What follows belongs to an exercise in optimizing a design on an open flow for small area; a production flow would make more cautious choices. In this exercise RTL edits were held to simulation tests only and were not proved equivalent to the original. In runs 3 to 5 the design's own scripts or RTL, not TritonCTS, make the clock network. The flow treats the clock pin as an ideal source. Dropping or thinning the clock tree relies on that and would not hold on a real chip. Power is estimated from default activity; no workload was simulated.

==> design.v <==
module bcd_to_7seg(
    input wire [3:0] i_digit,
    output wire [6:0] o_seg
);
    wire [3:0] d = i_digit;
    assign o_seg[0] = !((d[3]) | (d[0] & d[2]) | (!d[0] & !d[2]) | (d[1]));
    assign o_seg[1] = !((!d[0] & !d[1]) | (!d[2]) | (d[0] & d[1]));
    assign o_seg[2] = (!d[0] & d[1] & !d[2]);
    assign o_seg[3] = (d[0] & !d[1] & !d[2] & !d[3]) | (d[0] & d[1] & d[2]) | (!d[0] & !d[1] & d[2]);
    assign o_seg[4] = (d[0]) | (!d[1] & d[2]);
    assign o_seg[5] = (d[0] & !d[2] & !d[3]) | (d[1] & !d[2]) | (d[0] & d[1]);
    assign o_seg[6] = (!d[1] & !d[2] & !d[3]) | (d[0] & d[1] & d[2]);
endmodule
module ssd_multiplex(
    input wire i_clk,
    input wire i_rst,
    input wire i_first,
    input wire [3:0] i_d0, i_d1, i_d2, i_d3,
    output wire [5:0] o_n,
    output wire [6:0] o_seg,
    output reg [3:0] o_an
);
    reg [1:0] r_sel;
    reg [5:0] r_refresh_counter;
    reg [3:0] r_current_digit;
    assign o_n = r_refresh_counter;
    bcd_to_7seg bcd_converter (
        .i_digit(r_current_digit),
        .o_seg(o_seg)
    );
    always @(posedge i_clk or posedge i_rst) begin
        if (i_rst) begin
            r_refresh_counter <= 6'd0;
            r_sel <= 2'd0;
        end else begin
            r_refresh_counter <= r_refresh_counter + 1'b1;
            if (r_refresh_counter == 6'd0 && !i_first)
                r_sel <= r_sel + 1'b1;
        end
    end
    always @(*) begin
        case (r_sel)
            2'd0: begin o_an = 4'b1110; r_current_digit = i_d0; end
            2'd1: begin o_an = 4'b1101; r_current_digit = i_d1; end
            2'd2: begin o_an = 4'b1011; r_current_digit = i_d2; end
            default: begin o_an = 4'b0111; r_current_digit = i_d3; end
        endcase
    end
endmodule
module clock_divider(
    input wire i_clk,
    input wire i_rst,
    input wire [1:0] i_n,
    output wire o_tick
);
    reg [4:0] r_q;
    wire w_g  = !((r_q[0] & r_q[3]) | r_q[2] | r_q[4]);
    wire w_fb = !((r_q[2] & r_q[4]) | w_g);
    assign o_tick = (r_q[3:0] == 4'b0000) && (i_n == 2'd1);
    always @(posedge i_clk or posedge i_rst) begin
        if (i_rst)
            r_q <= 5'b00001;
        else
            r_q <= {r_q[3:0], w_fb};
    end
endmodule
module debounce(
    input wire i_clk,
    input wire i_rst,
    input wire i_btn_in,
    output reg o_btn_out
);
    reg [4:0] r_cnt;
    reg r_sync_0, r_sync_1;
    wire w_differ = r_sync_1 ^ o_btn_out;
    wire w_low0   = (r_cnt[3:0] == 4'd0);
    wire w_fb     = r_cnt[4] ^ r_cnt[1] ^ w_low0;
    wire w_last   = r_cnt[4] & w_low0;    
    always @(posedge i_clk or posedge i_rst) begin
        if (i_rst) begin
            r_sync_0 <= 1'b0;
            r_sync_1 <= 1'b0;
            r_cnt <= 5'd0;
            o_btn_out <= 1'b0;
        end else begin
            r_sync_0 <= i_btn_in;
            r_sync_1 <= r_sync_0;
            r_cnt <= w_differ ? {r_cnt[3:0], w_fb} : 5'd0;
            if (w_differ && w_last)
                o_btn_out <= r_sync_1;
        end
    end
endmodule
module clock_logic(
    input wire i_clk,
    input wire i_tick,
    input wire i_rst,
    input wire i_inc_hours,
    input wire i_inc_minutes,
    output reg [1:0] o_ht,
    output reg [3:0] o_hu,
    output reg [2:0] o_mt,
    output reg [3:0] o_mu
);
    wire w_mu9  = o_mu[3] & o_mu[0];                  
    wire w_mt5  = o_mt[2] & o_mt[0];                  
    wire w_m59  = w_mu9 && w_mt5;
    wire w_hu9  = o_hu[3] & o_hu[0];                  
    wire w_h23  = o_ht[1] & o_hu[1] & o_hu[0];        
    wire w_minc = i_tick && i_inc_minutes;
    wire w_hinc = i_tick && (i_inc_hours || (i_inc_minutes && w_m59));
    always @(posedge i_clk or posedge i_rst) begin
        if (i_rst) begin
            o_ht <= 2'd0;
            o_hu <= 4'd0;
            o_mt <= 3'd0;
            o_mu <= 4'd0;
        end else begin
            if (w_minc) begin
                if (w_mu9) begin
                    o_mu <= 4'd0;
                    o_mt <= w_mt5 ? 3'd0 : o_mt + 1'b1;
                end else begin
                    o_mu <= o_mu + 1'b1;
                end
            end
            if (w_hinc) begin
                if (w_h23) begin
                    o_ht <= 2'd0;
                    o_hu <= 4'd0;
                end else if (w_hu9) begin
                    o_ht <= {o_ht[0], !o_ht[0]};  
                    o_hu <= 4'd0;
                end else begin
                    o_hu <= o_hu + 1'b1;
                end
            end
        end
    end
endmodule
module led_controller(
    input wire i_clk,
    input wire i_rst,
    input wire [1:0] i_ht,
    input wire [3:0] i_hu,
    input wire [3:0] i_cnt,
    output wire o_first,
    output reg o_pwm_off,
    output reg o_anim_on
);
    reg [2:0] r_cls;
    wire [2:0] w_cls;
    wire w_on, w_anim;
    assign w_cls[0] = !((i_hu[0] & i_hu[1] & !i_hu[2] & !i_ht[0] & !i_ht[1]));
    assign w_cls[1] = (!i_hu[1] & i_hu[2] & !i_ht[0]) | (i_hu[3] & i_ht[0]) | (i_ht[1]);
    assign w_cls[2] = !((i_hu[2]) | (i_hu[3]) | (i_ht[0]) | (!i_hu[0] & !i_hu[1] & i_ht[1]));
    assign w_on = !((!r_cls[0]) | (i_cnt[1] & !r_cls[1] & !r_cls[2]) | (i_cnt[2] & !r_cls[1] & !r_cls[2])
                  | (i_cnt[3] & !r_cls[2]) | (i_cnt[0] & i_cnt[2] & !r_cls[2]) | (i_cnt[1] & i_cnt[2] & !r_cls[2])
                  | (i_cnt[0] & i_cnt[1] & i_cnt[2] & i_cnt[3]) | (i_cnt[1] & i_cnt[3] & r_cls[1])
                  | (i_cnt[2] & i_cnt[3] & r_cls[1]));
    assign w_anim = (!r_cls[0] & r_cls[2]);
    assign o_first = (!r_cls[0] & !r_cls[2]);  
    always @(posedge i_clk or posedge i_rst) begin
        if (i_rst) begin
            r_cls <= 3'b000;
            o_pwm_off <= 1'b1;
            o_anim_on <= 1'b0;
        end else begin
            r_cls <= w_cls;
            o_pwm_off <= !w_on;
            o_anim_on <= w_anim && !i_cnt[3];
        end
    end
endmodule
module led_animator(
    input wire i_clk,
    input wire i_rst,
    input wire [3:0] i_n,
    output wire [3:0] o_pos
);
    localparam STEP_DELAY = 6'd40;
    reg [5:0] r_delay_cnt;
    wire [3:0] w_t = i_n + ~r_delay_cnt[3:0];
    assign o_pos = {w_t[3] ^ w_t[0], w_t[2:0]};
    always @(posedge i_clk or posedge i_rst) begin
        if (i_rst) begin
            r_delay_cnt <= STEP_DELAY;
        end else begin
            if (r_delay_cnt[5] & r_delay_cnt[3])  
                r_delay_cnt <= 6'd0;
            else
                r_delay_cnt <= r_delay_cnt + 1'b1;
        end
    end
endmodule
module pwm_led(
    input wire i_pwm_off,
    input wire i_anim_on,
    input wire [3:0] i_pos,
    output wire [15:0] o_leds
);
    wire [16:0] w_ge;    
    wire [16:0] w_nga;   
    genvar k;
    generate
        for (k = 0; k < 17; k = k + 1) begin : g_thr
            assign w_ge[k]  = (i_pos >= k);
            assign w_nga[k] = !(i_anim_on && w_ge[k]);
        end
        for (k = 0; k < 16; k = k + 1) begin : g_led
            if (k >= 12) begin : g_top
                assign o_leds[k] = !(i_pwm_off && w_nga[k - 3]);
            end else begin : g_mid
                assign o_leds[k] = !((w_nga[(k < 6) ? 3 : k - 3] || w_ge[k + 4]) && i_pwm_off);
            end
        end
    endgenerate
endmodule
module top_module(
    input wire i_clk,
    input wire i_rst,
    input wire i_btn_hours,
    input wire i_btn_minutes,
    output wire [6:0] o_seg,
    output wire [3:0] o_an,
    output wire [15:0] o_leds
);
    wire [5:0] w_n;        
    wire       w_first;    
    wire       w_tick;
    wire       w_btn_h_clean, w_btn_m_clean;
    wire [1:0] w_ht;
    wire [3:0] w_hu;
    wire [2:0] w_mt;
    wire [3:0] w_mu;
    wire       w_pwm_off, w_anim_on;
    wire [3:0] w_pos;
    ssd_multiplex display_inst (
        .i_clk(i_clk), .i_rst(i_rst),
        .i_d0(w_mu), .i_d1({1'b0, w_mt}), .i_d2(w_hu), .i_d3({2'b00, w_ht}),
        .i_first(w_first), .o_n(w_n),
        .o_seg(o_seg), .o_an(o_an)
    );
    clock_divider clkdiv_inst (
        .i_clk(i_clk), .i_rst(i_rst), .i_n(w_n[1:0]), .o_tick(w_tick)
    );
    debounce db_hour (
        .i_clk(i_clk), .i_rst(i_rst), .i_btn_in(i_btn_hours), .o_btn_out(w_btn_h_clean)
    );
    debounce db_min (
        .i_clk(i_clk), .i_rst(i_rst), .i_btn_in(i_btn_minutes), .o_btn_out(w_btn_m_clean)
    );
    clock_logic clock_inst (
        .i_clk(i_clk), .i_tick(w_tick), .i_rst(i_rst),
        .i_inc_hours(w_btn_h_clean), .i_inc_minutes(w_btn_m_clean),
        .o_ht(w_ht), .o_hu(w_hu), .o_mt(w_mt), .o_mu(w_mu)
    );
    led_controller led_ctrl (
        .i_clk(i_clk), .i_rst(i_rst),
        .i_ht(w_ht), .i_hu(w_hu),
        .i_cnt(w_n[3:0]),
        .o_first(w_first), .o_pwm_off(w_pwm_off), .o_anim_on(w_anim_on)
    );
    led_animator animator (
        .i_clk(i_clk), .i_rst(i_rst), .i_n(w_n[3:0]), .o_pos(w_pos)
    );
    pwm_led pwm_inst (
        .i_pwm_off(w_pwm_off), .i_anim_on(w_anim_on), .i_pos(w_pos),
        .o_leds(o_leds)
    );
endmodule
==> flow/run.sh <==
#!/bin/bash
# Layout flow: the standard ORFS flow with these changes.
#  - Synthesis: the standard script (synth_recipe.tcl), but without the
#    half/full-adder extraction and with an area-oriented ABC script
#    (flow/abc_area.script). Registers and their names are unchanged.
#  - Port buffers: buf_1 instead of the default buffer cell.
#  - Before global placement (flow/pre_gplace.tcl) the high-fanout reset
#    inverter becomes inv_2 (same area as inv_1, twice the drive).
# Each tool's output goes to the ORFS logs under orfs/logs, and make's own
# output to flow_make.log in the work folder.
set -euo pipefail
WORK=$PWD
ORFS_RESULTS=$WORK/orfs/results/${FLOW_PLATFORM}/top_module/base

# synthesis script: the standard flow's, with the ABC script swapped
{
  head -n 1 "$WORK/synth_recipe.tcl"
  cat <<EOF
proc abc {args} {
  set i [lsearch -exact \$args -script]
  if { \$i >= 0 } { lset args [expr {\$i + 1}] $WORK/flow/abc_area.script }
  yosys abc {*}\$args
}
EOF
  tail -n +2 "$WORK/synth_recipe.tcl"
} > "$WORK/flow_synth.tcl"

export BUFFER_PORTS_ARGS="-buffer_cell sky130_fd_sc_hd__buf_1"
export PRE_GLOBAL_PLACE_TCL="$WORK/flow/pre_gplace.tcl"
export POST_CTS_TCL="$WORK/flow/post_cts.tcl"
export FLOW_CLK_SLEW_TARGET_PS=115
export CTS_ARGS="-sink_clustering_enable -repair_clock_nets -dont_use_dummy_load -buf_list {sky130_fd_sc_hd__clkbuf_2 sky130_fd_sc_hd__clkbuf_4 sky130_fd_sc_hd__clkbuf_8}"

make -C "$FLOW_HOME" DESIGN_CONFIG="$WORK/config.mk" WORK_HOME="$WORK/orfs" \
  CLKGATE_MAP_FILE= ADDER_MAP_FILE= SYNTH_SCRIPT="$WORK/flow_synth.tcl" \
  finish > "$WORK/flow_make.log" 2>&1

: # left out here: write the final layout as DEF
==> flow/abc_area.script <==
strash
&get -n
&deepsyn -J 20 -T 60
&put
dch -f
amap
topo
dnsize
==> flow/post_cts.tcl <==
# After CTS: use the smallest clock buffers that keep every flip-flop clock
# pin's estimated slew under FLOW_CLK_SLEW_TARGET_PS. The root buffer
# (the only cell the clock port drives) feeds only the leaf buffers, so it
# is sized first; then each leaf buffer is tried from the smallest size up.
# No connection changes: only buffer sizes.
set block [ord::get_db_block]
set target [expr {$::env(FLOW_CLK_SLEW_TARGET_PS) * 1e-3}] ;# ns, the STA user unit
set sizes {sky130_fd_sc_hd__clkbuf_1 sky130_fd_sc_hd__clkbuf_2 sky130_fd_sc_hd__clkbuf_4 sky130_fd_sc_hd__clkbuf_8 sky130_fd_sc_hd__clkbuf_16}

proc out_net {inst} {
  foreach it [$inst getITerms] { if {[$it isOutputSignal]} { return [$it getNet] } }
  return {}
}
proc worst_sink_slew {net} {
  set w 0
  foreach it [$net getITerms] {
    if {![$it isInputSignal]} { continue }
    set pin [get_pins [[$it getInst] getName]/[[$it getMTerm] getName]]
    foreach p {slew_max_rise slew_max_fall} {
      set s [get_property $pin $p]
      if {$s > $w} { set w $s }
    }
  }
  return $w
}
proc try_sizes {inst nets sizes target} {
  foreach m $sizes {
    $inst swapMaster [[ord::get_db] findMaster $m]
    estimate_parasitics -placement
    set w 0
    foreach n $nets { set w [expr {max($w, [worst_sink_slew $n])}] }
    if {$w <= $target} { return "$m [format %.1f [expr {$w * 1e3}]]ps" }
  }
  return "[lindex $sizes end] (over target)"
}

set clk_net [[$block findBTerm i_clk] getNet]
set roots {}
foreach it [$clk_net getITerms] { if {[$it isInputSignal]} { lappend roots [$it getInst] } }
if {[llength $roots] == 1} {
  set root [lindex $roots 0]
  set leaves {}
  foreach it [[out_net $root] getITerms] {
    set inst [$it getInst]
    if {$inst ne $root && [string match "sky130_fd_sc_hd__clkbuf_*" [[$inst getMaster] getName]]} { lappend leaves $inst }
  }
  set leaf_nets {}
  foreach l $leaves { lappend leaf_nets [out_net $l] }
  # leaves at their largest size while the root is sized against them
  foreach l $leaves { $l swapMaster [[ord::get_db] findMaster [lindex $sizes end]] }
  puts "post_cts: root [$root getName] -> [try_sizes $root $leaf_nets $sizes $target]"
  foreach l $leaves {
    puts "post_cts: leaf [$l getName] -> [try_sizes $l [list [out_net $l]] $sizes $target]"
  }
  detailed_placement
  check_placement -verbose
  estimate_parasitics -placement
}
==> flow/pre_gplace.tcl <==
# Before global placement: an inverter from synthesis that drives many
# pins (the reset inverter feeding every flip-flop's RESET_B/SET_B) becomes
# inv_2, which has the same area as inv_1/clkinv_1 and twice the drive, so
# placement's repair does not buffer that net.
set block [ord::get_db_block]
set inv2 [[ord::get_db] findMaster sky130_fd_sc_hd__inv_2]
foreach inst [$block getInsts] {
  set m [[$inst getMaster] getName]
  if {$m ne "sky130_fd_sc_hd__clkinv_1" && $m ne "sky130_fd_sc_hd__inv_1"} { continue }
  foreach it [$inst getITerms] {
    if {![$it isOutputSignal]} { continue }
    set net [$it getNet]
    if {$net eq "NULL" || $net eq ""} { continue }
    set fanout [expr {[llength [$net getITerms]] - 1}]
    if {$fanout >= 16} {
      $inst swapMaster $inv2
      puts "pre_gplace: [$inst getName] ($m, fanout $fanout) -> sky130_fd_sc_hd__inv_2"
    }
  }
}
==> standard.sh <==
#!/bin/bash
# synth_recipe.tcl (not shown) runs the flow's synth.tcl, then flattens the netlist and writes it again
# the make line also repeats each setting of config.mk as NAME=value (left out here)
make -C /OpenROAD-flow-scripts/flow DESIGN_CONFIG=/design/flow/config.mk WORK_HOME=/design/flow/orfs CLKGATE_MAP_FILE= SYNTH_SCRIPT=/design/flow/synth_recipe.tcl "${@:-finish}"
==> config.mk <==
export PLATFORM = sky130hd
export DESIGN_NAME = top_module
export DESIGN_NICKNAME = top_module
export VERILOG_FILES = /design/flow/design.v
export SDC_FILE = /design/flow/constraint.sdc
export NUM_CORES = 4
export LEC_CHECK = 0
export ABC_AREA = 1
export CAP_MARGIN = 20
export CORE_MARGIN = 2
export CORE_UTILIZATION = 40
export SLEW_MARGIN = 20
==> constraint.sdc <==
create_clock -name core_clock -period 10.0 [get_ports {i_clk}]
set_input_delay 2.0000 -clock core_clock [delete_from_list [all_inputs] [get_ports {i_clk}]]
set_output_delay 2.0000 -clock core_clock [all_outputs]
set_load 0.01 [all_outputs]
==> results.ini, run 1 <==
[min_path]
min_from = db_min.r_sync_0
hp-class = reg2reg
worstHoldEndpoint = db_min.r_sync_1
hold_depth = 0

[timing]
clock.fmax_ghz = 0.187
setup_violations = 0
finalHoldViolCount = 0
tns_ps = 0
slew_violations = 0
period_needed_ps = 5340
tightest_slew_ps = 871
period_share_pct = 53.4
rsz0062_at_grt = false
skew_ps = 15.5
slew_headroom_pct = 41.9

[routing]
wire_per_inst_um = 11.3
drt_first_pass_iters = 4
vias = 1946
wirelength_um = 4390
drt_first_iter_violations = 68
vias_per_cell = 5.00
ant_nets = 0
drc = 0

[setup_path]
crit_type = reg2out
reg2reg_from = clkdiv_inst.r_q[3]
startpoint_type = flop
cpPeakStageDelay_ps = 420
critPathTopFamily = compound AO/OA/AOI/OAI gates
crit_slowest_cell = dfrtp_1
critPathArrivalTime_ps = 3340
r2r_slack_ps = 7600
crit_fanout = 7
path_common_cell = clkinv_1
end_kind = output port
critPathBufInv = 6
timing.rr.end = clock_inst.o_ht[1]
cp.required_ps = 8000
worstPathCellList = clkinv_1 -> nor2_1 -> clkinv_1 -> o21ai_0 -> clkinv_1 -> a21oi_1 -> nor2_1 -> a21oi_1 -> nand2_1 -> o21ai_0 -> clkinv_1 -> o22ai_1 -> clkinv_1 -> o32ai_1 -> buf_1
r2r_cells = 10

[power]
seqPwrFrac_pct = 48.5
netSwitchingFraction_pct = 37.0
vdd_ir_drop_max_mv = 0.115
power_leakage_nw = 1.13
p_switching_mw = 0.206
internal_power_mw = 0.352
power.density_nw_per_um2 = 209
share_comb_of_total_power_pct = 34.2
pwr-share-clk_pct = 17.2

[place]
portBuffers = 30
place_hpwl_um = 3230
globalplace.congestion = 0.748
placed_area_um2 = 2600
dp_cells = 384

[clock_network]
clock_latency_ps = 530
clock-sinks = 53
path_clk_slew_ps = 90
tritoncts = yes

[global_routing]
gr-total-overflow = 0
gr-usage-all-layers_pct = 14.5
grt_max_degree = 54
grt_pass1_vias = 1726
antenna_found_initial = 0
grt_pass1_wl_um = 7380

[layout]
synthToLayoutAreaGrowth_pct = 11.1
num_antenna_cells = 0
fin_util_pct = 45.5
drive_above_1_share_pct = 2.87
fin_area_um2 = 2660
fin_nets = 320
post_layout_nonfiller_instances = 389

[synth]
avgSynthCellArea_um2 = 8.59
ys_seq_area_share_pct = 55.6
netlist_instances = 279
yosysWarnings = 6
synth_nets = 283
syn_area_um2 = 2400
ys_ff_latch = 53
yosysUniqueCellTypes = 26

[floorplan]
placementRows = 28
dieArea_um2 = 6630
fp.dieW_um = 81.4
coreArea_um2 = 5850
start_util_pct = 41.0
die_y_um = 81.4
io_pins = 31

[run_status]
status = timing/DRC/antenna clean

[flow_run]
maxCapViolCount = 0

Yosys cell counts:
master     count  area [um^2]
dfrtp_1       49         1230
o311ai_0       1         8.76
nor3_1         7         35.0
o211ai_1       2         15.0
dfstp_2        4          105
and3_1         3         18.8
o311a_1        1         10.0
nand3_1        1         5.00
o2111ai_1      1         8.76
clkinv_1      38          143
o21ai_0       13         65.1
or4_1          1         7.51
nand2_1       21         78.8
nor2b_1        9         56.3
o22ai_1       13         81.3
nand4_1        3         18.8
o221a_1        1         11.3
and2_0         1         6.26
a31oi_1        1         6.26
a21oi_1       22          110
a211oi_1       6         45.0
nor2_1        74          278
o21a_1         2         15.0
o32ai_1        2         17.5
o22a_1         1         8.76
nor3b_1        2         15.0
cells by family (layout without fill, tap and decap cells):
kind of cell           count (synthesis)  in the layout  synth area share (%)
AOI/OAI and AO/OA                     66             66                  16.8
buffers and inverters                 38             73                  5.95
DFF                                   53             53                  55.6
and+or+nand+nor                      122            122                  21.7
routing by layer:
metal  share of wire [%]  up-vias  routed length, um  global-route usage (%)
li1                    -     1012                  -                       -
met1                  48      892               2110                    17.8
met2                  46       37               2040                    24.8
met3                 4.0        5                177                    3.33
met4                 1.5        0                 64                    5.59
met5                   0        -                  0                       0
cell type report:
cell class / instances / area, um^2
fill: 581 / 3190
sequential: 53 / 1330
multi-input combinational: 188 / 922
inverter: 38 / 144
timing repair buffer: 30 / 113
tap: 75 / 93.8
clock buffer: 5 / 58.8
worst max path at each step:
stage                                      startpoint         end  cells past startpoint
global route        display_inst.r_refresh_counter[0]  o_leds[10]                     15
detailed placement  display_inst.r_refresh_counter[0]  o_leds[10]                     15
global placement    display_inst.r_refresh_counter[0]  o_leds[10]                     15
floorplan           display_inst.r_refresh_counter[0]  o_leds[10]                     14
finish              display_inst.r_refresh_counter[0]  o_leds[10]                     15
flip-flops by register name, indices dropped and copies added, names as in the netlist, 4 cells and up:
| name | cells |
|---|---|
| db_min.r_cnt | 5 |
| animator.r_delay_cnt | 6 |
| db_hour.r_cnt | 5 |
| clock_inst.o_hu | 4 |
| clock_inst.o_mu | 4 |
| display_inst.r_refresh_counter | 6 |
| clkdiv_inst.r_q | 5 |
cell usage in the layout (no fill, tap or decap), types with 2 or more instances in the layout:
master,count
o21a_1,2
dfrtp_1,49
nor3_1,7
buf_1,30
o32ai_1,2
o22ai_1,13
a211oi_1,6
nand2_1,21
and3_1,3
clkinv_1,37
nor2_1,74
nor2b_1,9
o21ai_0,13
o211ai_1,2
nor3b_1,2
clkbuf_8,4
dfstp_2,4
nand4_1,3
a21oi_1,22
power by group through the flow:
stage	logic, mW	registers, mW	clock network [mW]
6_report	0.191	0.271	0.0961
5_1_grt	0.221	0.276	0.110
3_5_place_dp	0.191	0.274	0
3_3_place_gp	0.190	0.274	0
2_1_floorplan	0.140	0.268	0
per-stage QoR:
step / worst slack [ps] / hold slack (ps) / total power [mW]
after floorplan: 5270 / 331 / 0.408
after global placement: 5370 / 334 / 0.464
after detailed placement: 5270 / 336 / 0.466
after global routing: 4230 / 365 / 0.606
final: 4660 / 351 / 0.558
==> run 2: changes to the inputs <==
--- a/flow/run.sh
+++ b/flow/run.sh
@@ -2,7 +2,8 @@
 # Layout flow: the standard ORFS flow with these changes.
 #  - Synthesis: the standard script (synth_recipe.tcl), but without the
 #    half/full-adder extraction and with an area-oriented ABC script
-#    (flow/abc_area.script). Registers and their names are unchanged.
+#    (flow/abc_area.script, tried with several seeds by flow/abc_multi.tcl).
+#    Registers and their names are unchanged.
 #  - Port buffers: buf_1 instead of the default buffer cell.
 #  - Before global placement (flow/pre_gplace.tcl) the high-fanout reset
 #    inverter becomes inv_2 (same area as inv_1, twice the drive).
@@ -12,16 +13,13 @@
 WORK=$PWD
 ORFS_RESULTS=$WORK/orfs/results/${FLOW_PLATFORM}/top_module/base
 
-# synthesis script: the standard flow's, with the ABC script swapped
+# synthesis script: the standard flow's, with the ABC call replaced by flow/abc_multi.tcl
+# (the ABC area script run with several deepsyn seeds; the smallest result
+# is kept)
 {
   head -n 1 "$WORK/synth_recipe.tcl"
-  cat <<EOF
-proc abc {args} {
-  set i [lsearch -exact \$args -script]
-  if { \$i >= 0 } { lset args [expr {\$i + 1}] $WORK/flow/abc_area.script }
-  yosys abc {*}\$args
-}
-EOF
+  echo "set ::abc_script_dir $WORK/flow"
+  echo "source $WORK/flow/abc_multi.tcl"
   tail -n +2 "$WORK/synth_recipe.tcl"
 } > "$WORK/flow_synth.tcl"
 
==> flow/abc_multi.tcl (new file) <==
# Replaces Yosys's abc command for ORFS's synthesis: runs ABC with
# flow/abc_area.script once per deepsyn seed in ::abc_seeds, each time on
# the same netlist, and keeps the result with the smallest cell area.
set ::abc_seeds {}
for {set s 0} {$s < 32} {incr s} { lappend ::abc_seeds $s }
proc abc {args} {
  set lib ""
  set i [lsearch -exact $args -liberty]
  if { $i >= 0 } { set lib [lindex $args [expr {$i + 1}]] }
  set base [open $::abc_script_dir/abc_area.script r]
  set text [read $base]
  close $base
  yosys design -save my_pre_abc
  set best_area -1
  set best_seed -1
  foreach seed $::abc_seeds {
    yosys design -load my_pre_abc
    set script $::env(OBJECTS_DIR)/abc_seed_$seed.script
    set f [open $script w]
    puts -nonewline $f [string map [list "&deepsyn " "&deepsyn -S $seed "] $text]
    close $f
    set a $args
    set j [lsearch -exact $a -script]
    lset a [expr {$j + 1}] $script
    yosys abc {*}$a
    set st [tee -q -s result.string stat -liberty $lib]
    set area 1e9
    regexp {Chip area for [^:]*:\s*([0-9.]+)} $st -> area
    puts "abc_multi: seed $seed area $area"
    if { $best_area < 0 || $area < $best_area } {
      set best_area $area
      set best_seed $seed
      yosys design -save my_best_abc
    }
  }
  puts "abc_multi: kept seed $best_seed, area $best_area"
  yosys design -load my_best_abc
}
==> results.ini, run 2 <==
[routing]
drt_first_pass_iters = 4  ; unchanged
vias_per_cell = 5.03  ; was 5.00
wire_per_inst_um = 11.0  ; was 11.3 um
ant_nets = 0  ; unchanged
vias = 1891  ; was 1946
drt_first_iter_violations = 52  ; was 68
drc = 0  ; unchanged
wirelength_um = 4150  ; was 4390 um

[place]
dp_cells = 371  ; was 384
globalplace.congestion = 0.830  ; was 0.748
pre_cts_slack_ps = 5780  ; was 5270 ps
place_hpwl_um = 3150  ; was 3230 um
portBuffers = 30  ; unchanged

[synth]
synth_common_cells = nor2_1, dfrtp_1, clkinv_1  ; unchanged
syn_area_um2 = 2350  ; was 2400 um^2
yosysUniqueCellTypes = 27  ; was 26
synth_top_area_cell = dfrtp_1  ; unchanged
ys_ff_latch = 53  ; unchanged
netlist_top_cells_area = dfrtp_1, nor2_1, clkinv_1  ; unchanged
post-synth-top-count-cell = nor2_1  ; unchanged
netlist_instances = 269  ; was 279
synth_edf_count = 0  ; unchanged
yosysTopAreaCellShare_pct = 52.2  ; was 51.2%
ys_seq_area_share_pct = 56.7  ; was 55.6%
avgSynthCellArea_um2 = 8.74  ; was 8.59 um^2
synth_ff_type = dfrtp_1  ; unchanged
synth_nets = 273  ; was 283
yosysWarnings = 6  ; unchanged
async_flop_share_pct = 100  ; unchanged

[setup_path]
r2r_cells = 12  ; was 10
reg2reg_from = clkdiv_inst.r_q[1]  ; was clkdiv_inst.r_q[3]
r2r_slack_ps = 7150  ; was 7600 ps
cpPeakStageDelay_ps = 430  ; was 420 ps
worstPathCellList = clkinv_1 -> a22oi_1 -> nand2_1 -> o21ai_0 -> nand2_1 -> o21ai_0 -> nor2_1 -> a21oi_1 -> nor2b_1 -> nor2_1 -> a21oi_1 -> clkinv_1 -> o21ai_0 -> buf_1  ; was clkinv_1 -> nor2_1 -> clkinv_1 -> o21ai_0 -> clkinv_1 -> a21oi_1 -> nor2_1 -> a21oi_1 -> nand2_1 -> o21ai_0 -> clkinv_1 -> o22ai_1 -> clkinv_1 -> o32ai_1 -> buf_1
startpoint_type = flop  ; unchanged
end_kind = output port  ; unchanged
critPathArrivalTime_ps = 2770  ; was 3340 ps
crit_type = reg2out  ; unchanged
critPathTopFamily = compound AO/OA/AOI/OAI gates  ; unchanged
critPathLaunch = display_inst.r_refresh_counter[1]  ; was display_inst.r_refresh_counter[0]
critPathBufInv = 3  ; was 6
path_common_cell = o21ai_0  ; was clkinv_1
timing.rr.end = clock_inst.o_ht[1]  ; unchanged
crit_fanout = 8  ; was 7
crit_slowest_cell = dfrtp_1  ; unchanged
cp.required_ps = 8000  ; about the same

[timing]
skew_ps = 8.48  ; was 15.5 ps
tns_ps = 0  ; unchanged
rsz0062_at_grt = false  ; unchanged
slew_violations = 0  ; unchanged
setup_violations = 0  ; unchanged
slew_headroom_pct = 42.0  ; was 41.9%
tightest_slew_ps = 869  ; was 871 ps
layout_setup_ws_ps = 5230  ; was 4660 ps
clock.fmax_ghz = 0.210  ; was 0.187 GHz
period_share_pct = 47.7  ; was 53.4%
period_needed_ps = 4770  ; was 5340 ps
finalHoldViolCount = 0  ; unchanged

[layout]
reg_top3 = animator.r_delay_cnt (6), display_inst.r_refresh_counter (6)  ; unchanged
layout_commonest_cell = nor2_1  ; unchanged
num_antenna_cells = 0  ; unchanged
layout_common_cells = nor2_1, dfrtp_1, clkinv_1  ; unchanged
fin_nets = 310  ; was 320
post_layout_nonfiller_instances = 376  ; was 389
synthToLayoutAreaGrowth_pct = 11.2  ; was 11.1%
drive_above_1_share_pct = 2.96  ; was 2.87%

[floorplan]
die_y_um = 80.6  ; was 81.4 um
fp.dieW_um = 80.6  ; was 81.4 um
io_pins = 31  ; unchanged
dieArea_um2 = 6500  ; was 6630 um^2
start_util_pct = 42.2  ; was 41.0%
placementRows = 27  ; was 28
coreArea_um2 = 5570  ; was 5850 um^2

[min_path]
min_from = db_hour.r_sync_0  ; was db_min.r_sync_0
hold_depth = 0  ; unchanged
hp-class = reg2reg  ; unchanged
worstHoldEndpoint = db_hour.r_sync_1  ; was db_min.r_sync_1

[global_routing]
grt_pass1_vias = 1738  ; was 1726
grt_pass1_wl_um = 7200  ; was 7380 um
antenna_found_initial = 0  ; unchanged
grt_max_degree = 54  ; unchanged
gr-total-overflow = 0  ; unchanged
gr-usage-all-layers_pct = 14.3  ; was 14.5%

[clock_network]
tritoncts = yes  ; unchanged
path_clk_slew_ps = 90  ; about the same
clock_latency_ps = 510  ; was 530 ps
clock-sinks = 53  ; unchanged

[flow_run]
maxCapViolCount = 0  ; unchanged

[power]
vdd_ir_drop_max_mv = 0.118  ; was 0.115 mV
power.density_nw_per_um2 = 207  ; was 209 nW/um^2
power_leakage_nw = 1.11  ; was 1.13 nW

[run_status]
status = timing/DRC/antenna clean  ; unchanged

-- run 2: area by class of cell --
type / count / area, um^2
Clock buffer: 5 / 58.8
Inverter: 34 / 129
Fill cell: 561 / 2960
Sequential cell: 53 / 1330
Timing Repair Buffer: 30 / 113
Tap cell: 72 / 90.1
Multi-Input combinational cell: 182 / 891
-- run 2: routing by layer --
metal	track usage [%]	vias to the layer above	part of all wire, %	wire, um
met3	3.71	6	4.3	177
met2	24.8	39	47	1950
met5	0	-	0	0
li1	-	977	-	-
met1	17.1	869	47	1950
met4	5.25	0	1.7	72
-- run 2: how the worst max path moves through the flow --
stage | slack, ps | to | depth (start not counted)
after floorplan | 5880 | o_seg[5] | 11
after global placement | 5790 | o_leds[12] | 14
after detailed placement | 5780 | o_leds[13] | 14
after global routing | 4800 | o_seg[5] | 12
final | 5230 | o_leds[13] | 14
-- run 2: per-stage QoR --
stage,area [um^2],hold slack [ps],utilization [%],power (mW)
2_1_floorplan,2350,331,-,0.399
3_3_place_gp,2550,333,45.8,0.451
3_5_place_dp,2550,340,45.8,0.451
5_1_grt,2610,362,46.9,0.584
6_report,2610,358,46.9,0.541
-- run 2: where the power goes --
part           internal, mW  total [mW]  switching [mW]
Combinational        0.0648       0.176           0.111
Sequential            0.246       0.270          0.0237
Clock                0.0368      0.0954          0.0586
Total                 0.348       0.541           0.193
-- run 2: cells by family (layout without fill, tap and decap cells) --
kind of cell / after synthesis / count (layout) / synth area share, %
buf+inv: 34 / 69 / 5.43
flops: 53 / 53 / 56.7
simple gates: 124 / 124 / 22.6
compound gates: 58 / 58 / 15.3
==> run 3: changes to the inputs <==
==> flow/post_cts.tcl (replaced) <==
# After CTS: the clock tree is one root buffer (the only cell the clock
# port drives) feeding leaf buffers that feed the flip-flops. Each of these
# buffers is replaced by an inverter (two inverting levels keep the clock's
# polarity at every flip-flop; nets and connections stay as CTS made them),
# and each inverter gets the smallest size that keeps every flip-flop clock
# pin's estimated slew under FLOW_CLK_SLEW_TARGET_PS. The root is sized
# first, against leaves at their largest size.
set block [ord::get_db_block]
set target [expr {$::env(FLOW_CLK_SLEW_TARGET_PS) * 1e-3}] ;# ns, the STA user unit
set sizes {sky130_fd_sc_hd__inv_2 sky130_fd_sc_hd__inv_4 sky130_fd_sc_hd__inv_6 sky130_fd_sc_hd__inv_8 sky130_fd_sc_hd__inv_12 sky130_fd_sc_hd__inv_16}

proc out_net {inst} {
  foreach it [$inst getITerms] { if {[$it isOutputSignal]} { return [$it getNet] } }
  return {}
}
proc in_net {inst} {
  foreach it [$inst getITerms] { if {[$it isInputSignal]} { return [$it getNet] } }
  return {}
}
# replace a buffer by an inverter of master m at the same place, same nets
proc to_inverter {inst m} {
  set block [ord::get_db_block]
  set a [in_net $inst]
  set y [out_net $inst]
  set name [$inst getName]
  set loc [$inst getLocation]
  set orient [$inst getOrient]
  odb::dbInst_destroy $inst
  set new [odb::dbInst_create $block [[ord::get_db] findMaster $m] $name]
  $new setOrient $orient
  $new setLocation [lindex $loc 0] [lindex $loc 1]
  $new setPlacementStatus PLACED
  [$new findITerm A] connect $a
  [$new findITerm Y] connect $y
  return $new
}
proc worst_sink_slew {net} {
  set w 0
  foreach it [$net getITerms] {
    if {![$it isInputSignal]} { continue }
    set pin [get_pins [[$it getInst] getName]/[[$it getMTerm] getName]]
    foreach p {slew_max_rise slew_max_fall} {
      set s [get_property $pin $p]
      if {$s > $w} { set w $s }
    }
  }
  return $w
}
proc try_sizes {inst nets sizes target} {
  foreach m $sizes {
    $inst swapMaster [[ord::get_db] findMaster $m]
    estimate_parasitics -placement
    set w 0
    foreach n $nets { set w [expr {max($w, [worst_sink_slew $n])}] }
    if {$w <= $target} { return "$m [format %.1f [expr {$w * 1e3}]]ps" }
  }
  return "[lindex $sizes end] (over target)"
}

set clk_net [[$block findBTerm i_clk] getNet]
set roots {}
foreach it [$clk_net getITerms] { if {[$it isInputSignal]} { lappend roots [$it getInst] } }
if {[llength $roots] == 1} {
  set root [lindex $roots 0]
  set leaves {}
  foreach it [[out_net $root] getITerms] {
    set inst [$it getInst]
    if {$inst ne $root && [string match "sky130_fd_sc_hd__clkbuf_*" [[$inst getMaster] getName]]} { lappend leaves $inst }
  }
  # every leaf must be a buffer that drives only flip-flop clock pins
  set ok [expr {[llength $leaves] > 0}]
  foreach l $leaves {
    foreach it [[out_net $l] getITerms] {
      if {[$it getInst] ne $l && ![string match "sky130_fd_sc_hd__df*" [[[$it getInst] getMaster] getName]]} { set ok 0 }
    }
  }
  if {$ok} {
    set new_leaves {}
    foreach l $leaves { lappend new_leaves [to_inverter $l [lindex $sizes end]] }
    set root [to_inverter $root [lindex $sizes 0]]
    set leaf_nets {}
    foreach l $new_leaves { lappend leaf_nets [out_net $l] }
    puts "post_cts: root [$root getName] -> [try_sizes $root $leaf_nets $sizes $target]"
    foreach l $new_leaves {
      puts "post_cts: leaf [$l getName] -> [try_sizes $l [list [out_net $l]] $sizes $target]"
    }
    detailed_placement
    check_placement -verbose
    estimate_parasitics -placement
    report_clock_skew
  } else {
    puts "post_cts: clock tree not in the expected form, left as CTS made it"
  }
}
==> results.ini, run 3 <==
[run_status]
status = timing/DRC/antenna clean  ; unchanged

[clock_network]
path_clk_slew_ps = 90  ; about the same
clock_latency_ps = 280  ; was 510 ps
clock-sinks = 53  ; unchanged

[floorplan]
start_util_pct = 42.2  ; unchanged
io_pins = 31  ; unchanged
dieArea_um2 = 6500  ; unchanged
fp.dieW_um = 80.6  ; unchanged
die_y_um = 80.6  ; unchanged
coreArea_um2 = 5570  ; unchanged
placementRows = 27  ; unchanged

[power]
vdd_ir_drop_max_mv = 0.132  ; was 0.118 mV
power.density_nw_per_um2 = 206  ; was 207 nW/um^2
power_mw = 0.537  ; was 0.541 mW
power_leakage_nw = 1.10  ; was 1.11 nW

[layout]
layout_common_cells = nor2_1, dfrtp_1, clkinv_1  ; unchanged
post_layout_nonfiller_instances = 376  ; unchanged
layout_commonest_cell = nor2_1  ; unchanged
synthToLayoutAreaGrowth_pct = 10.8  ; was 11.2%
fillers = 563  ; was 561
fin_area_um2 = 2600  ; was 2610 um^2
ff_latch_area_um2 = 1330  ; unchanged
fin_nets = 310  ; unchanged
multiInputGateArea_um2 = 891  ; unchanged
reg_top3 = animator.r_delay_cnt (6), display_inst.r_refresh_counter (6)  ; unchanged
fin_util_pct = 46.7  ; was 46.9%
drive_above_1_share_pct = 3.29  ; was 2.96%
num_antenna_cells = 0  ; unchanged

[synth]
avgSynthCellArea_um2 = 8.74  ; unchanged
synth_common_cells = nor2_1, dfrtp_1, clkinv_1  ; unchanged
netlist_top_cells_area = dfrtp_1, nor2_1, clkinv_1  ; unchanged
ys_ff_latch = 53  ; unchanged
yosysWarnings = 6  ; unchanged
post-synth-top-count-cell = nor2_1  ; unchanged
synth_ff_type = dfrtp_1  ; unchanged
syn_area_um2 = 2350  ; unchanged
yosysTopAreaCellShare_pct = 52.2  ; unchanged
ys_seq_area_share_pct = 56.7  ; unchanged
yosysUniqueCellTypes = 27  ; unchanged
synth_nets = 273  ; unchanged
synth_top_area_cell = dfrtp_1  ; unchanged
netlist_instances = 269  ; unchanged
async_flop_share_pct = 100  ; unchanged
synth_edf_count = 0  ; unchanged

[routing]
drt_first_pass_iters = 4  ; unchanged
wire_per_inst_um = 11.0  ; about the same
ant_nets = 0  ; unchanged
wirelength_um = 4140  ; was 4150 um
drc = 0  ; unchanged
vias_per_cell = 5.02  ; was 5.03
drt_first_iter_violations = 56  ; was 52
vias = 1889  ; was 1891

[timing]
period_share_pct = 45.3  ; was 47.7%
clock.fmax_ghz = 0.221  ; was 0.210 GHz
tightest_slew_ps = 869  ; about the same
skew_ps = 22.6  ; was 8.48 ps
setup_violations = 0  ; unchanged
slew_headroom_pct = 42.0  ; about the same
whs_ps = 357  ; was 358 ps
period_needed_ps = 4530  ; was 4770 ps
finalHoldViolCount = 0  ; unchanged
slew_violations = 0  ; unchanged
layout_setup_ws_ps = 5470  ; was 5230 ps
tns_ps = 0  ; unchanged
rsz0062_at_grt = false  ; unchanged

[place]
dp_cells = 371  ; unchanged
place_hpwl_um = 3150  ; unchanged
portBuffers = 30  ; unchanged
globalplace.congestion = 0.830  ; unchanged
pre_cts_slack_ps = 5780  ; unchanged
placed_area_um2 = 2550  ; unchanged

[setup_path]
critPathArrivalTime_ps = 2530  ; was 2770 ps
startpoint_type = flop  ; unchanged
end_kind = output port  ; unchanged
crit_fanout = 8  ; unchanged
crit_type = reg2out  ; unchanged
cp.required_ps = 8000  ; about the same
r2r_slack_ps = 7140  ; was 7150 ps

[global_routing]
gr-total-overflow = 0  ; unchanged
grt_pass1_vias = 1742  ; was 1738
grt_max_degree = 54  ; unchanged
antenna_found_initial = 0  ; unchanged
gr-usage-all-layers_pct = 14.3  ; about the same
grt_pass1_wl_um = 7200  ; about the same

[min_path]
hp-class = reg2reg  ; unchanged

[flow_run]
maxCapViolCount = 0  ; unchanged

-- run 3: layout make-up --
cell class / instances / area share (%)
Sequential cell: 53 / 51.2
Multi-Input combinational cell: 182 / 34.2
Inverter: 39 / 6.83
Timing Repair Buffer: 30 / 4.33
Tap cell: 72 / 3.46
-- run 3: metal layers --
metal / track usage (%) / routed length [um]
met5: 0 / 0
met1: 17.0 / 1970
met3: 3.71 / 149
met2: 24.8 / 1950
met4: 5.25 / 76
-- run 3: path summary, 6_finish.rpt --
check,cells after the start,start,end
max,14,animator.r_delay_cnt[1],o_leds[13]
min reg2reg,0,db_hour.r_sync_0,db_hour.r_sync_1
max reg2reg,12,clkdiv_inst.r_q[1],clock_inst.o_ht[1]
min in group asynchronous,2,i_rst,db_min.r_cnt[1]
max in group asynchronous,2,i_rst,display_inst.r_refresh_counter[4]
min,0,db_hour.r_sync_0,db_hour.r_sync_1
-- run 3: logic make-up after synthesis --
kind of cell / share of synthesized area (%)
simple gates: 22.6
compound gates: 15.3
flops: 56.7
buf+inv: 5.43
-- run 3: critical path, cell delays in order (launching register included) --
cell      delay [ps]
dfrtp_1          370
clkinv_1         100
a22oi_1          270
nand2_1          100
o21ai_0          120
nand2_1          100
o21ai_0          110
nor2_1            70
a21oi_1          160
nor2b_1           80
nor2_1           360
a21oi_1          120
clkinv_1          70
o21ai_0           70
buf_1            150
-- run 3: power by group --
group          internal [mW]  leakage, nW  switching (mW)
registers              0.246        0.676          0.0237
logic                 0.0648        0.401           0.111
clock network         0.0144       0.0267          0.0768
total                  0.326         1.10           0.211
==> run 4: changes to the inputs <==
--- a/flow/run.sh
+++ b/flow/run.sh
@@ -26,11 +26,19 @@
 export BUFFER_PORTS_ARGS="-buffer_cell sky130_fd_sc_hd__buf_1"
 export PRE_GLOBAL_PLACE_TCL="$WORK/flow/pre_gplace.tcl"
 export POST_CTS_TCL="$WORK/flow/post_cts.tcl"
-export FLOW_CLK_SLEW_TARGET_PS=115
+export FLOW_CLK_SLEW_TARGET_PS=120
 export CTS_ARGS="-sink_clustering_enable -repair_clock_nets -dont_use_dummy_load -buf_list {sky130_fd_sc_hd__clkbuf_2 sky130_fd_sc_hd__clkbuf_4 sky130_fd_sc_hd__clkbuf_8}"
 
-make -C "$FLOW_HOME" DESIGN_CONFIG="$WORK/config.mk" WORK_HOME="$WORK/orfs" \
-  CLKGATE_MAP_FILE= ADDER_MAP_FILE= SYNTH_SCRIPT="$WORK/flow_synth.tcl" \
-  finish > "$WORK/flow_make.log" 2>&1
+MAKE_ARGS=(-C "$FLOW_HOME" DESIGN_CONFIG="$WORK/config.mk" WORK_HOME="$WORK/orfs"
+  CLKGATE_MAP_FILE= ADDER_MAP_FILE= SYNTH_SCRIPT="$WORK/flow_synth.tcl")
+make "${MAKE_ARGS[@]}" synth > "$WORK/flow_make.log" 2>&1
+
+if grep -E '^ *sky130_fd_sc_hd__df[a-z0-9_]+ +_[0-9]+_ ' "$ORFS_RESULTS/1_2_yosys.v" > "$WORK/unnamed_flops.txt"; then
+  echo "flip-flops without register names:" >&2
+  cat "$WORK/unnamed_flops.txt" >&2
+  exit 1
+fi
+
+make "${MAKE_ARGS[@]}" finish >> "$WORK/flow_make.log" 2>&1
 
 : # left out here: write the final layout as DEF
==> results.ini, run 4 <==
[run_status]
status = timing/DRC/antenna clean  ; unchanged

[synth]
netlist_instances = 269  ; unchanged
synth_ff_type = dfrtp_1  ; unchanged
post-synth-top-count-cell = nor2_1  ; unchanged
yosysTopAreaCellShare_pct = 52.2  ; unchanged
async_flop_share_pct = 100  ; unchanged
avgSynthCellArea_um2 = 8.74  ; unchanged
synth_edf_count = 0  ; unchanged
synth_mux_area_share_pct = 0  ; unchanged
yosysWarnings = 6  ; unchanged
ys_ff_latch = 53  ; unchanged
synth_top_area_cell = dfrtp_1  ; unchanged
syn_area_um2 = 2350  ; unchanged
netlist_top_cells_area = dfrtp_1, nor2_1, clkinv_1  ; unchanged
ys_seq_area_share_pct = 56.7  ; unchanged
yosysUniqueCellTypes = 27  ; unchanged
synth_compound_area_share_pct = 15.3  ; unchanged
synth_common_cells = nor2_1, dfrtp_1, clkinv_1  ; unchanged
synth-xor-area-share_pct = 0  ; unchanged
synth_nets = 273  ; unchanged
synthAdderAreaFrac_pct = 0  ; unchanged
synth_top_family_by_area = simple AND/OR/NAND/NOR gates  ; unchanged
synth-simple-area-share_pct = 22.6  ; unchanged

[routing]
drt_first_iter_violations = 56  ; unchanged
drt_first_pass_iters = 4  ; unchanged
vias = 1889  ; unchanged
wire_per_inst_um = 11.0  ; about the same
wirelength_um = 4140  ; about the same
ant_nets = 0  ; unchanged
vias_per_cell = 5.02  ; unchanged
drc = 0  ; unchanged

[clock_network]
clock-sinks = 53  ; unchanged
path_clk_slew_ps = 90  ; about the same
clock_latency_ps = 250  ; was 280 ps

[floorplan]
coreArea_um2 = 5570  ; unchanged
start_util_pct = 42.2  ; unchanged
dieArea_um2 = 6500  ; unchanged
io_pins = 31  ; unchanged
fp.dieW_um = 80.6  ; unchanged
die_y_um = 80.6  ; unchanged
placementRows = 27  ; unchanged

[global_routing]
antenna_found_initial = 0  ; unchanged
grt_max_degree = 54  ; unchanged
grt_pass1_vias = 1742  ; unchanged
gr-total-overflow = 0  ; unchanged
grt_pass1_wl_um = 7200  ; unchanged
gr-usage-all-layers_pct = 14.3  ; unchanged

[timing]
whs_ps = 359  ; was 357 ps
layout_setup_ws_ps = 5500  ; was 5470 ps
tns_ps = 0  ; unchanged
clock.fmax_ghz = 0.222  ; was 0.221 GHz
rsz0062_at_grt = false  ; unchanged
slew_headroom_pct = 42.0  ; about the same
skew_ps = 12.1  ; was 22.6 ps
setup_violations = 0  ; unchanged
slew_violations = 0  ; unchanged
tightest_slew_ps = 869  ; about the same
finalHoldViolCount = 0  ; unchanged
period_needed_ps = 4500  ; was 4530 ps
period_share_pct = 45.0  ; was 45.3%

[place]
pre_cts_slack_ps = 5780  ; unchanged
placed_area_um2 = 2550  ; unchanged
globalplace.congestion = 0.830  ; unchanged
place_hpwl_um = 3150  ; unchanged
portBuffers = 30  ; unchanged

[min_path]
worstHoldEndpoint = db_hour.r_sync_1  ; unchanged
min_from = db_hour.r_sync_0  ; unchanged
hp-class = reg2reg  ; unchanged
hold_depth = 0  ; unchanged

[setup_path]
startpoint_type = flop  ; unchanged
crit_type = reg2out  ; unchanged
reg2reg_from = clkdiv_inst.r_q[1]  ; unchanged
crit_slowest_cell = dfrtp_1  ; unchanged
timing.rr.end = clock_inst.o_ht[1]  ; unchanged
cpPeakStageDelay_ps = 370  ; about the same
crit_fanout = 8  ; unchanged
worstPathCellList = clkinv_1 -> a22oi_1 -> nand2_1 -> o21ai_0 -> nand2_1 -> o21ai_0 -> nor2_1 -> a21oi_1 -> nor2b_1 -> nor2_1 -> a21oi_1 -> clkinv_1 -> o21ai_0 -> buf_1  ; unchanged
r2r_cells = 12  ; unchanged
critPathArrivalTime_ps = 2500  ; was 2530 ps
end_kind = output port  ; unchanged
r2r_slack_ps = 7150  ; was 7140 ps
cp.required_ps = 8000  ; about the same
path_common_cell = o21ai_0  ; unchanged

[flow_run]
maxCapViolCount = 0  ; unchanged

[power]
vdd_ir_drop_max_mv = 0.128  ; was 0.132 mV
power.density_nw_per_um2 = 204  ; was 206 nW/um^2
power_leakage_nw = 1.10  ; about the same

[layout]
reg_top3 = animator.r_delay_cnt (6), display_inst.r_refresh_counter (6)  ; unchanged
synthToLayoutAreaGrowth_pct = 10.4  ; was 10.8%
num_antenna_cells = 0  ; unchanged
fin_util_pct = 46.6  ; was 46.7%
layout_commonest_cell = nor2_1  ; unchanged
fin_area_um2 = 2590  ; was 2600 um^2
fin_nets = 310  ; unchanged
drive_above_1_share_pct = 3.29  ; unchanged
layout_common_cells = nor2_1, dfrtp_1, clkinv_1  ; unchanged

-- run 4: cell families after synthesis --
group,Yosys count
flops,53
simple gates,124
compound gates,58
buf+inv,34
-- run 4: critical path: cells and delay by family (launching register included) --
kind            cells  cell delay (ps)
compound gates      6              850
buf+inv             3              320
flops               1              370
simple gates        5              710
-- run 4: layout make-up --
cell class | count | area, um^2
inverter | 39 | 170
fill | 564 | 2980
timing repair buffer | 30 | 113
tap | 72 | 90.1
multi-input combinational | 182 | 891
sequential | 53 | 1330
-- run 4: report_power, final --
group	total (mW)	internal, mW	switching [mW]
Sequential	0.270	0.246	0.0235
Combinational	0.176	0.0649	0.111
Clock	0.0840	0.0117	0.0723
Total	0.530	0.323	0.207
-- run 4: worst max-delay path by stage --
| stage | depth (start not counted) | from | end |
|---|---|---|---|
| floorplan | 11 | display_inst.r_sel[0] | o_seg[5] |
| global placement | 14 | display_inst.r_refresh_counter[1] | o_leds[12] |
| detailed placement | 14 | display_inst.r_refresh_counter[1] | o_leds[13] |
| global route | 12 | display_inst.r_sel[1] | o_seg[5] |
| finish | 14 | animator.r_delay_cnt[1] | o_leds[13] |
-- run 4: metrics by stage --
step	instances	power, mW
after global placement	371	0.451
after global routing	376	0.573
after detailed placement	371	0.451
after floorplan	269	0.399
final	376	0.530
-- run 4: per-layer routing --
metal / track usage [%] / routed length [um] / share of wire [%]
met5: 0 / 0 / 0
met4: 5.25 / 76 / 1.8
met3: 3.71 / 148 / 3.6
met2: 24.8 / 1950 / 47
met1: 17.0 / 1970 / 48
==> run 5: changes to the inputs <==
--- a/design.v
+++ b/design.v
@@ -179,17 +179,18 @@
     output wire [3:0] o_pos
 );
     localparam STEP_DELAY = 6'd40;
-    reg [5:0] r_delay_cnt;
+    reg [5:0] r_delay_x;    
+    wire [5:0] r_delay_cnt = r_delay_x ^ 6'b101000;
     wire [3:0] w_t = i_n + ~r_delay_cnt[3:0];
     assign o_pos = {w_t[3] ^ w_t[0], w_t[2:0]};
     always @(posedge i_clk or posedge i_rst) begin
         if (i_rst) begin
-            r_delay_cnt <= STEP_DELAY;
+            r_delay_x <= 6'd0;
         end else begin
             if (r_delay_cnt[5] & r_delay_cnt[3])  
-                r_delay_cnt <= 6'd0;
+                r_delay_x <= 6'b101000;
             else
-                r_delay_cnt <= r_delay_cnt + 1'b1;
+                r_delay_x <= (r_delay_cnt + 1'b1) ^ 6'b101000;
         end
     end
 endmodule
==> results.ini, run 5 <==
[layout]
post_layout_nonfiller_instances = 376  ; unchanged
drive_above_1_share_pct = 2.96  ; was 3.29%
layout_common_cells = nor2_1, dfrtp_1, clkinv_1  ; unchanged
fin_nets = 310  ; unchanged
fillers = 554  ; was 564
num_antenna_cells = 0  ; unchanged
fin_area_um2 = 2600  ; was 2590 um^2
synthToLayoutAreaGrowth_pct = 10.7  ; was 10.4%
layout_commonest_cell = nor2_1  ; unchanged
multiInputGateArea_um2 = 888  ; was 891 um^2
reg_top3 = animator.r_delay_x (6), display_inst.r_refresh_counter (6)  ; was animator.r_delay_cnt (6), display_inst.r_refresh_counter (6)
ff_latch_area_um2 = 1330  ; about the same
fin_util_pct = 46.6  ; about the same

[timing]
rsz0062_at_grt = false  ; unchanged
period_share_pct = 48.8  ; was 45.0%
setup_violations = 0  ; unchanged
slew_violations = 0  ; unchanged
clock.fmax_ghz = 0.205  ; was 0.222 GHz
slew_headroom_pct = 58.3  ; was 42.0%
layout_setup_ws_ps = 5120  ; was 5500 ps
tns_ps = 0  ; unchanged
tightest_slew_ps = 625  ; was 869 ps
period_needed_ps = 4880  ; was 4500 ps
whs_ps = 353  ; was 359 ps
skew_ps = 16.4  ; was 12.1 ps
finalHoldViolCount = 0  ; unchanged

[floorplan]
fp.dieW_um = 80.6  ; about the same
io_pins = 31  ; unchanged
die_y_um = 80.6  ; about the same
start_util_pct = 42.1  ; was 42.2%
coreArea_um2 = 5570  ; unchanged
placementRows = 27  ; unchanged
dieArea_um2 = 6500  ; about the same

[routing]
drt_first_pass_iters = 4  ; unchanged
vias_per_cell = 4.96  ; was 5.02
drc = 0  ; unchanged
ant_nets = 0  ; unchanged
wire_per_inst_um = 11.1  ; was 11.0 um
drt_first_iter_violations = 78  ; was 56
wirelength_um = 4180  ; was 4140 um
vias = 1864  ; was 1889

[synth]
post-synth-top-count-cell = nor2_1  ; unchanged
yosysTopAreaCellShare_pct = 54.3  ; was 52.2%
synth_top_area_cell = dfrtp_1  ; unchanged
avgSynthCellArea_um2 = 8.76  ; was 8.74 um^2
yosysWarnings = 6  ; unchanged
yosysUniqueCellTypes = 26  ; was 27
synth_nets = 272  ; was 273
synth_ff_type = dfrtp_1  ; unchanged
synth_common_cells = nor2_1, dfrtp_1, clkinv_1  ; unchanged
syn_area_um2 = 2350  ; about the same
netlist_instances = 268  ; was 269
ys_ff_latch = 53  ; unchanged
async_flop_share_pct = 100  ; unchanged
ys_seq_area_share_pct = 56.6  ; was 56.7%
synth_edf_count = 0  ; unchanged
netlist_top_cells_area = dfrtp_1, nor2_1, clkinv_1  ; unchanged

[setup_path]
worstPathCellList = clkinv_1 -> a22oi_1 -> nand2_1 -> o21ai_0 -> nand2_1 -> o21ai_0 -> nor2_1 -> a21oi_1 -> a21oi_1 -> nor2b_1 -> a31oi_1 -> a22oi_1 -> clkinv_1 -> o31ai_1 -> buf_1  ; was clkinv_1 -> a22oi_1 -> nand2_1 -> o21ai_0 -> nand2_1 -> o21ai_0 -> nor2_1 -> a21oi_1 -> nor2b_1 -> nor2_1 -> a21oi_1 -> clkinv_1 -> o21ai_0 -> buf_1
crit_slowest_cell = dfrtp_1  ; unchanged
crit_type = reg2out  ; unchanged
cp.required_ps = 8000  ; about the same
end_kind = output port  ; unchanged
cpPeakStageDelay_ps = 380  ; was 370 ps
critPathArrivalTime_ps = 2880  ; was 2500 ps
crit_fanout = 6  ; was 8
startpoint_type = flop  ; unchanged

[place]
place_hpwl_um = 3150  ; about the same
pre_cts_slack_ps = 5480  ; was 5780 ps
portBuffers = 30  ; unchanged
globalplace.congestion = 0.799  ; was 0.830
placed_area_um2 = 2560  ; was 2550 um^2
dp_cells = 371  ; unchanged

[power]
power.density_nw_per_um2 = 218  ; was 204 nW/um^2
vdd_ir_drop_max_mv = 0.116  ; was 0.128 mV
power_mw = 0.567  ; was 0.530 mW
power_leakage_nw = 1.11  ; was 1.10 nW

[global_routing]
antenna_found_initial = 0  ; unchanged
gr-usage-all-layers_pct = 14.7  ; was 14.3%
grt_pass1_wl_um = 7380  ; was 7200 um
gr-total-overflow = 0  ; unchanged
grt_pass1_vias = 1722  ; was 1742
grt_max_degree = 54  ; unchanged

[min_path]
hp-class = reg2reg  ; unchanged

[run_status]
status = timing/DRC/antenna clean  ; unchanged

[clock_network]
path_clk_slew_ps = 90  ; about the same
clock_latency_ps = 250  ; about the same
clock-sinks = 53  ; unchanged

[flow_run]
maxCapViolCount = 0  ; unchanged

==> run 5: cell count changes after synthesis, sizes merged, moves of 3 or more <==
cell / previous run / this run
nand2: 25 / 21
nor2: 67 / 64
nand3: 2 / 5
a31oi: 0 / 4
nor3: 11 / 6
==> run 5: layout make-up <==
class	instances	share of cell area (%)
Timing Repair Buffer	31	4.62
Inverter	40	6.64
Multi-Input combinational cell	180	34.2
Sequential cell	53	51.1
Tap cell	72	3.46
==> run 5: path summary, 6_finish.rpt <==
path | endpoint | start | depth (start not counted) | slack, ps
setup / recovery | o_leds[5] | animator.r_delay_x[1] | 15 | 5120
min in group asynchronous | db_hour.r_cnt[3] | i_rst | 3 | 1880
hold / removal | db_min.r_sync_1 | db_min.r_sync_0 | 0 | 350
max in group asynchronous | led_ctrl.o_anim_on | i_rst | 3 | 7690
hold reg to reg | db_min.r_sync_1 | db_min.r_sync_0 | 0 | 350
setup reg to reg | clock_inst.o_ht[0] | clkdiv_inst.r_q[1] | 13 | 7450
==> run 5: worst max-delay path, delay by kind of cell, from the launching register on <==
family,cells,cell delay (ps)
AO/OA/AOI/OAI,8,1280
buffers and inverters,3,520
AND/OR/NAND/NOR,4,460
flip-flops,1,380
==> run 5: cells by family (layout without fill, tap and decap cells) <==
family	count (synthesis)	in the layout	share of synthesized area (%)
simple gates	118	118	21.8
flops	53	53	56.6
compound gates	62	62	16.0
buf+inv	35	71	5.59
==> run 5: where the power goes <==
| group | total (mW) | switching [mW] | internal [mW] |
|---|---|---|---|
| clock network | 0.0854 | 0.0737 | 0.0117 |
| logic | 0.216 | 0.139 | 0.0770 |
| registers | 0.265 | 0.0182 | 0.247 |
| total | 0.567 | 0.231 | 0.336 |
==> run 5: routing by layer <==
| metal | wire length (um) | track usage, % | vias to the layer above | share of wire, % |
|---|---|---|---|---|
| li1 | - | - | 985 | - |
| met1 | 2030 | 18.5 | 840 | 49 |
| met2 | 1930 | 24.7 | 34 | 46 |
| met3 | 146 | 3.37 | 5 | 3.5 |
| met4 | 69 | 5.59 | 0 | 1.7 |
| met5 | 0 | 0 | - | 0 |

static timing again, ports no longer ideal:
No port has a modelled driver above. Below, the same layouts with a new extraction and two added sets of constraints. Step 1 (the two cells are an assumption about what drives the block):
set clk [get_ports {i_clk}]
set_driving_cell -lib_cell sky130_fd_sc_hd__clkbuf_16 $clk
set_driving_cell -lib_cell sky130_fd_sc_hd__buf_2 [delete_from_list [all_inputs] $clk]
Step 2 moves the port delays by t, midway between the first and last clock arrival at a register: inputs arrive t later, outputs are due t later. That takes back most of the time a late clock gives input paths. Three values: ideal ports, drivers, drivers and shift; two values: the first two.
| run | t, ns | setup WS [ns] | clock arrival spread, ns | pins driven straight from the clock port |
|---|---|---|---|---|
| run 1 | 0.547 | 4.657 / 4.631 / 5.178 | 0.016 / 0.016 | 1 |
| run 2 | 0.536 | 5.228 / 5.201 / 5.737 | 0.009 / 0.009 | 1 |
| run 3 | 0.299 | 5.472 / 5.442 / 5.741 | 0.023 / 0.024 | 1 |
| run 4 | 0.275 | 5.504 / 5.474 / 5.748 | 0.013 / 0.013 | 1 |
| run 5 | 0.276 | 5.118 / 5.087 / 5.363 | 0.016 / 0.016 | 1 |
After both steps every run listed still meets setup and hold.
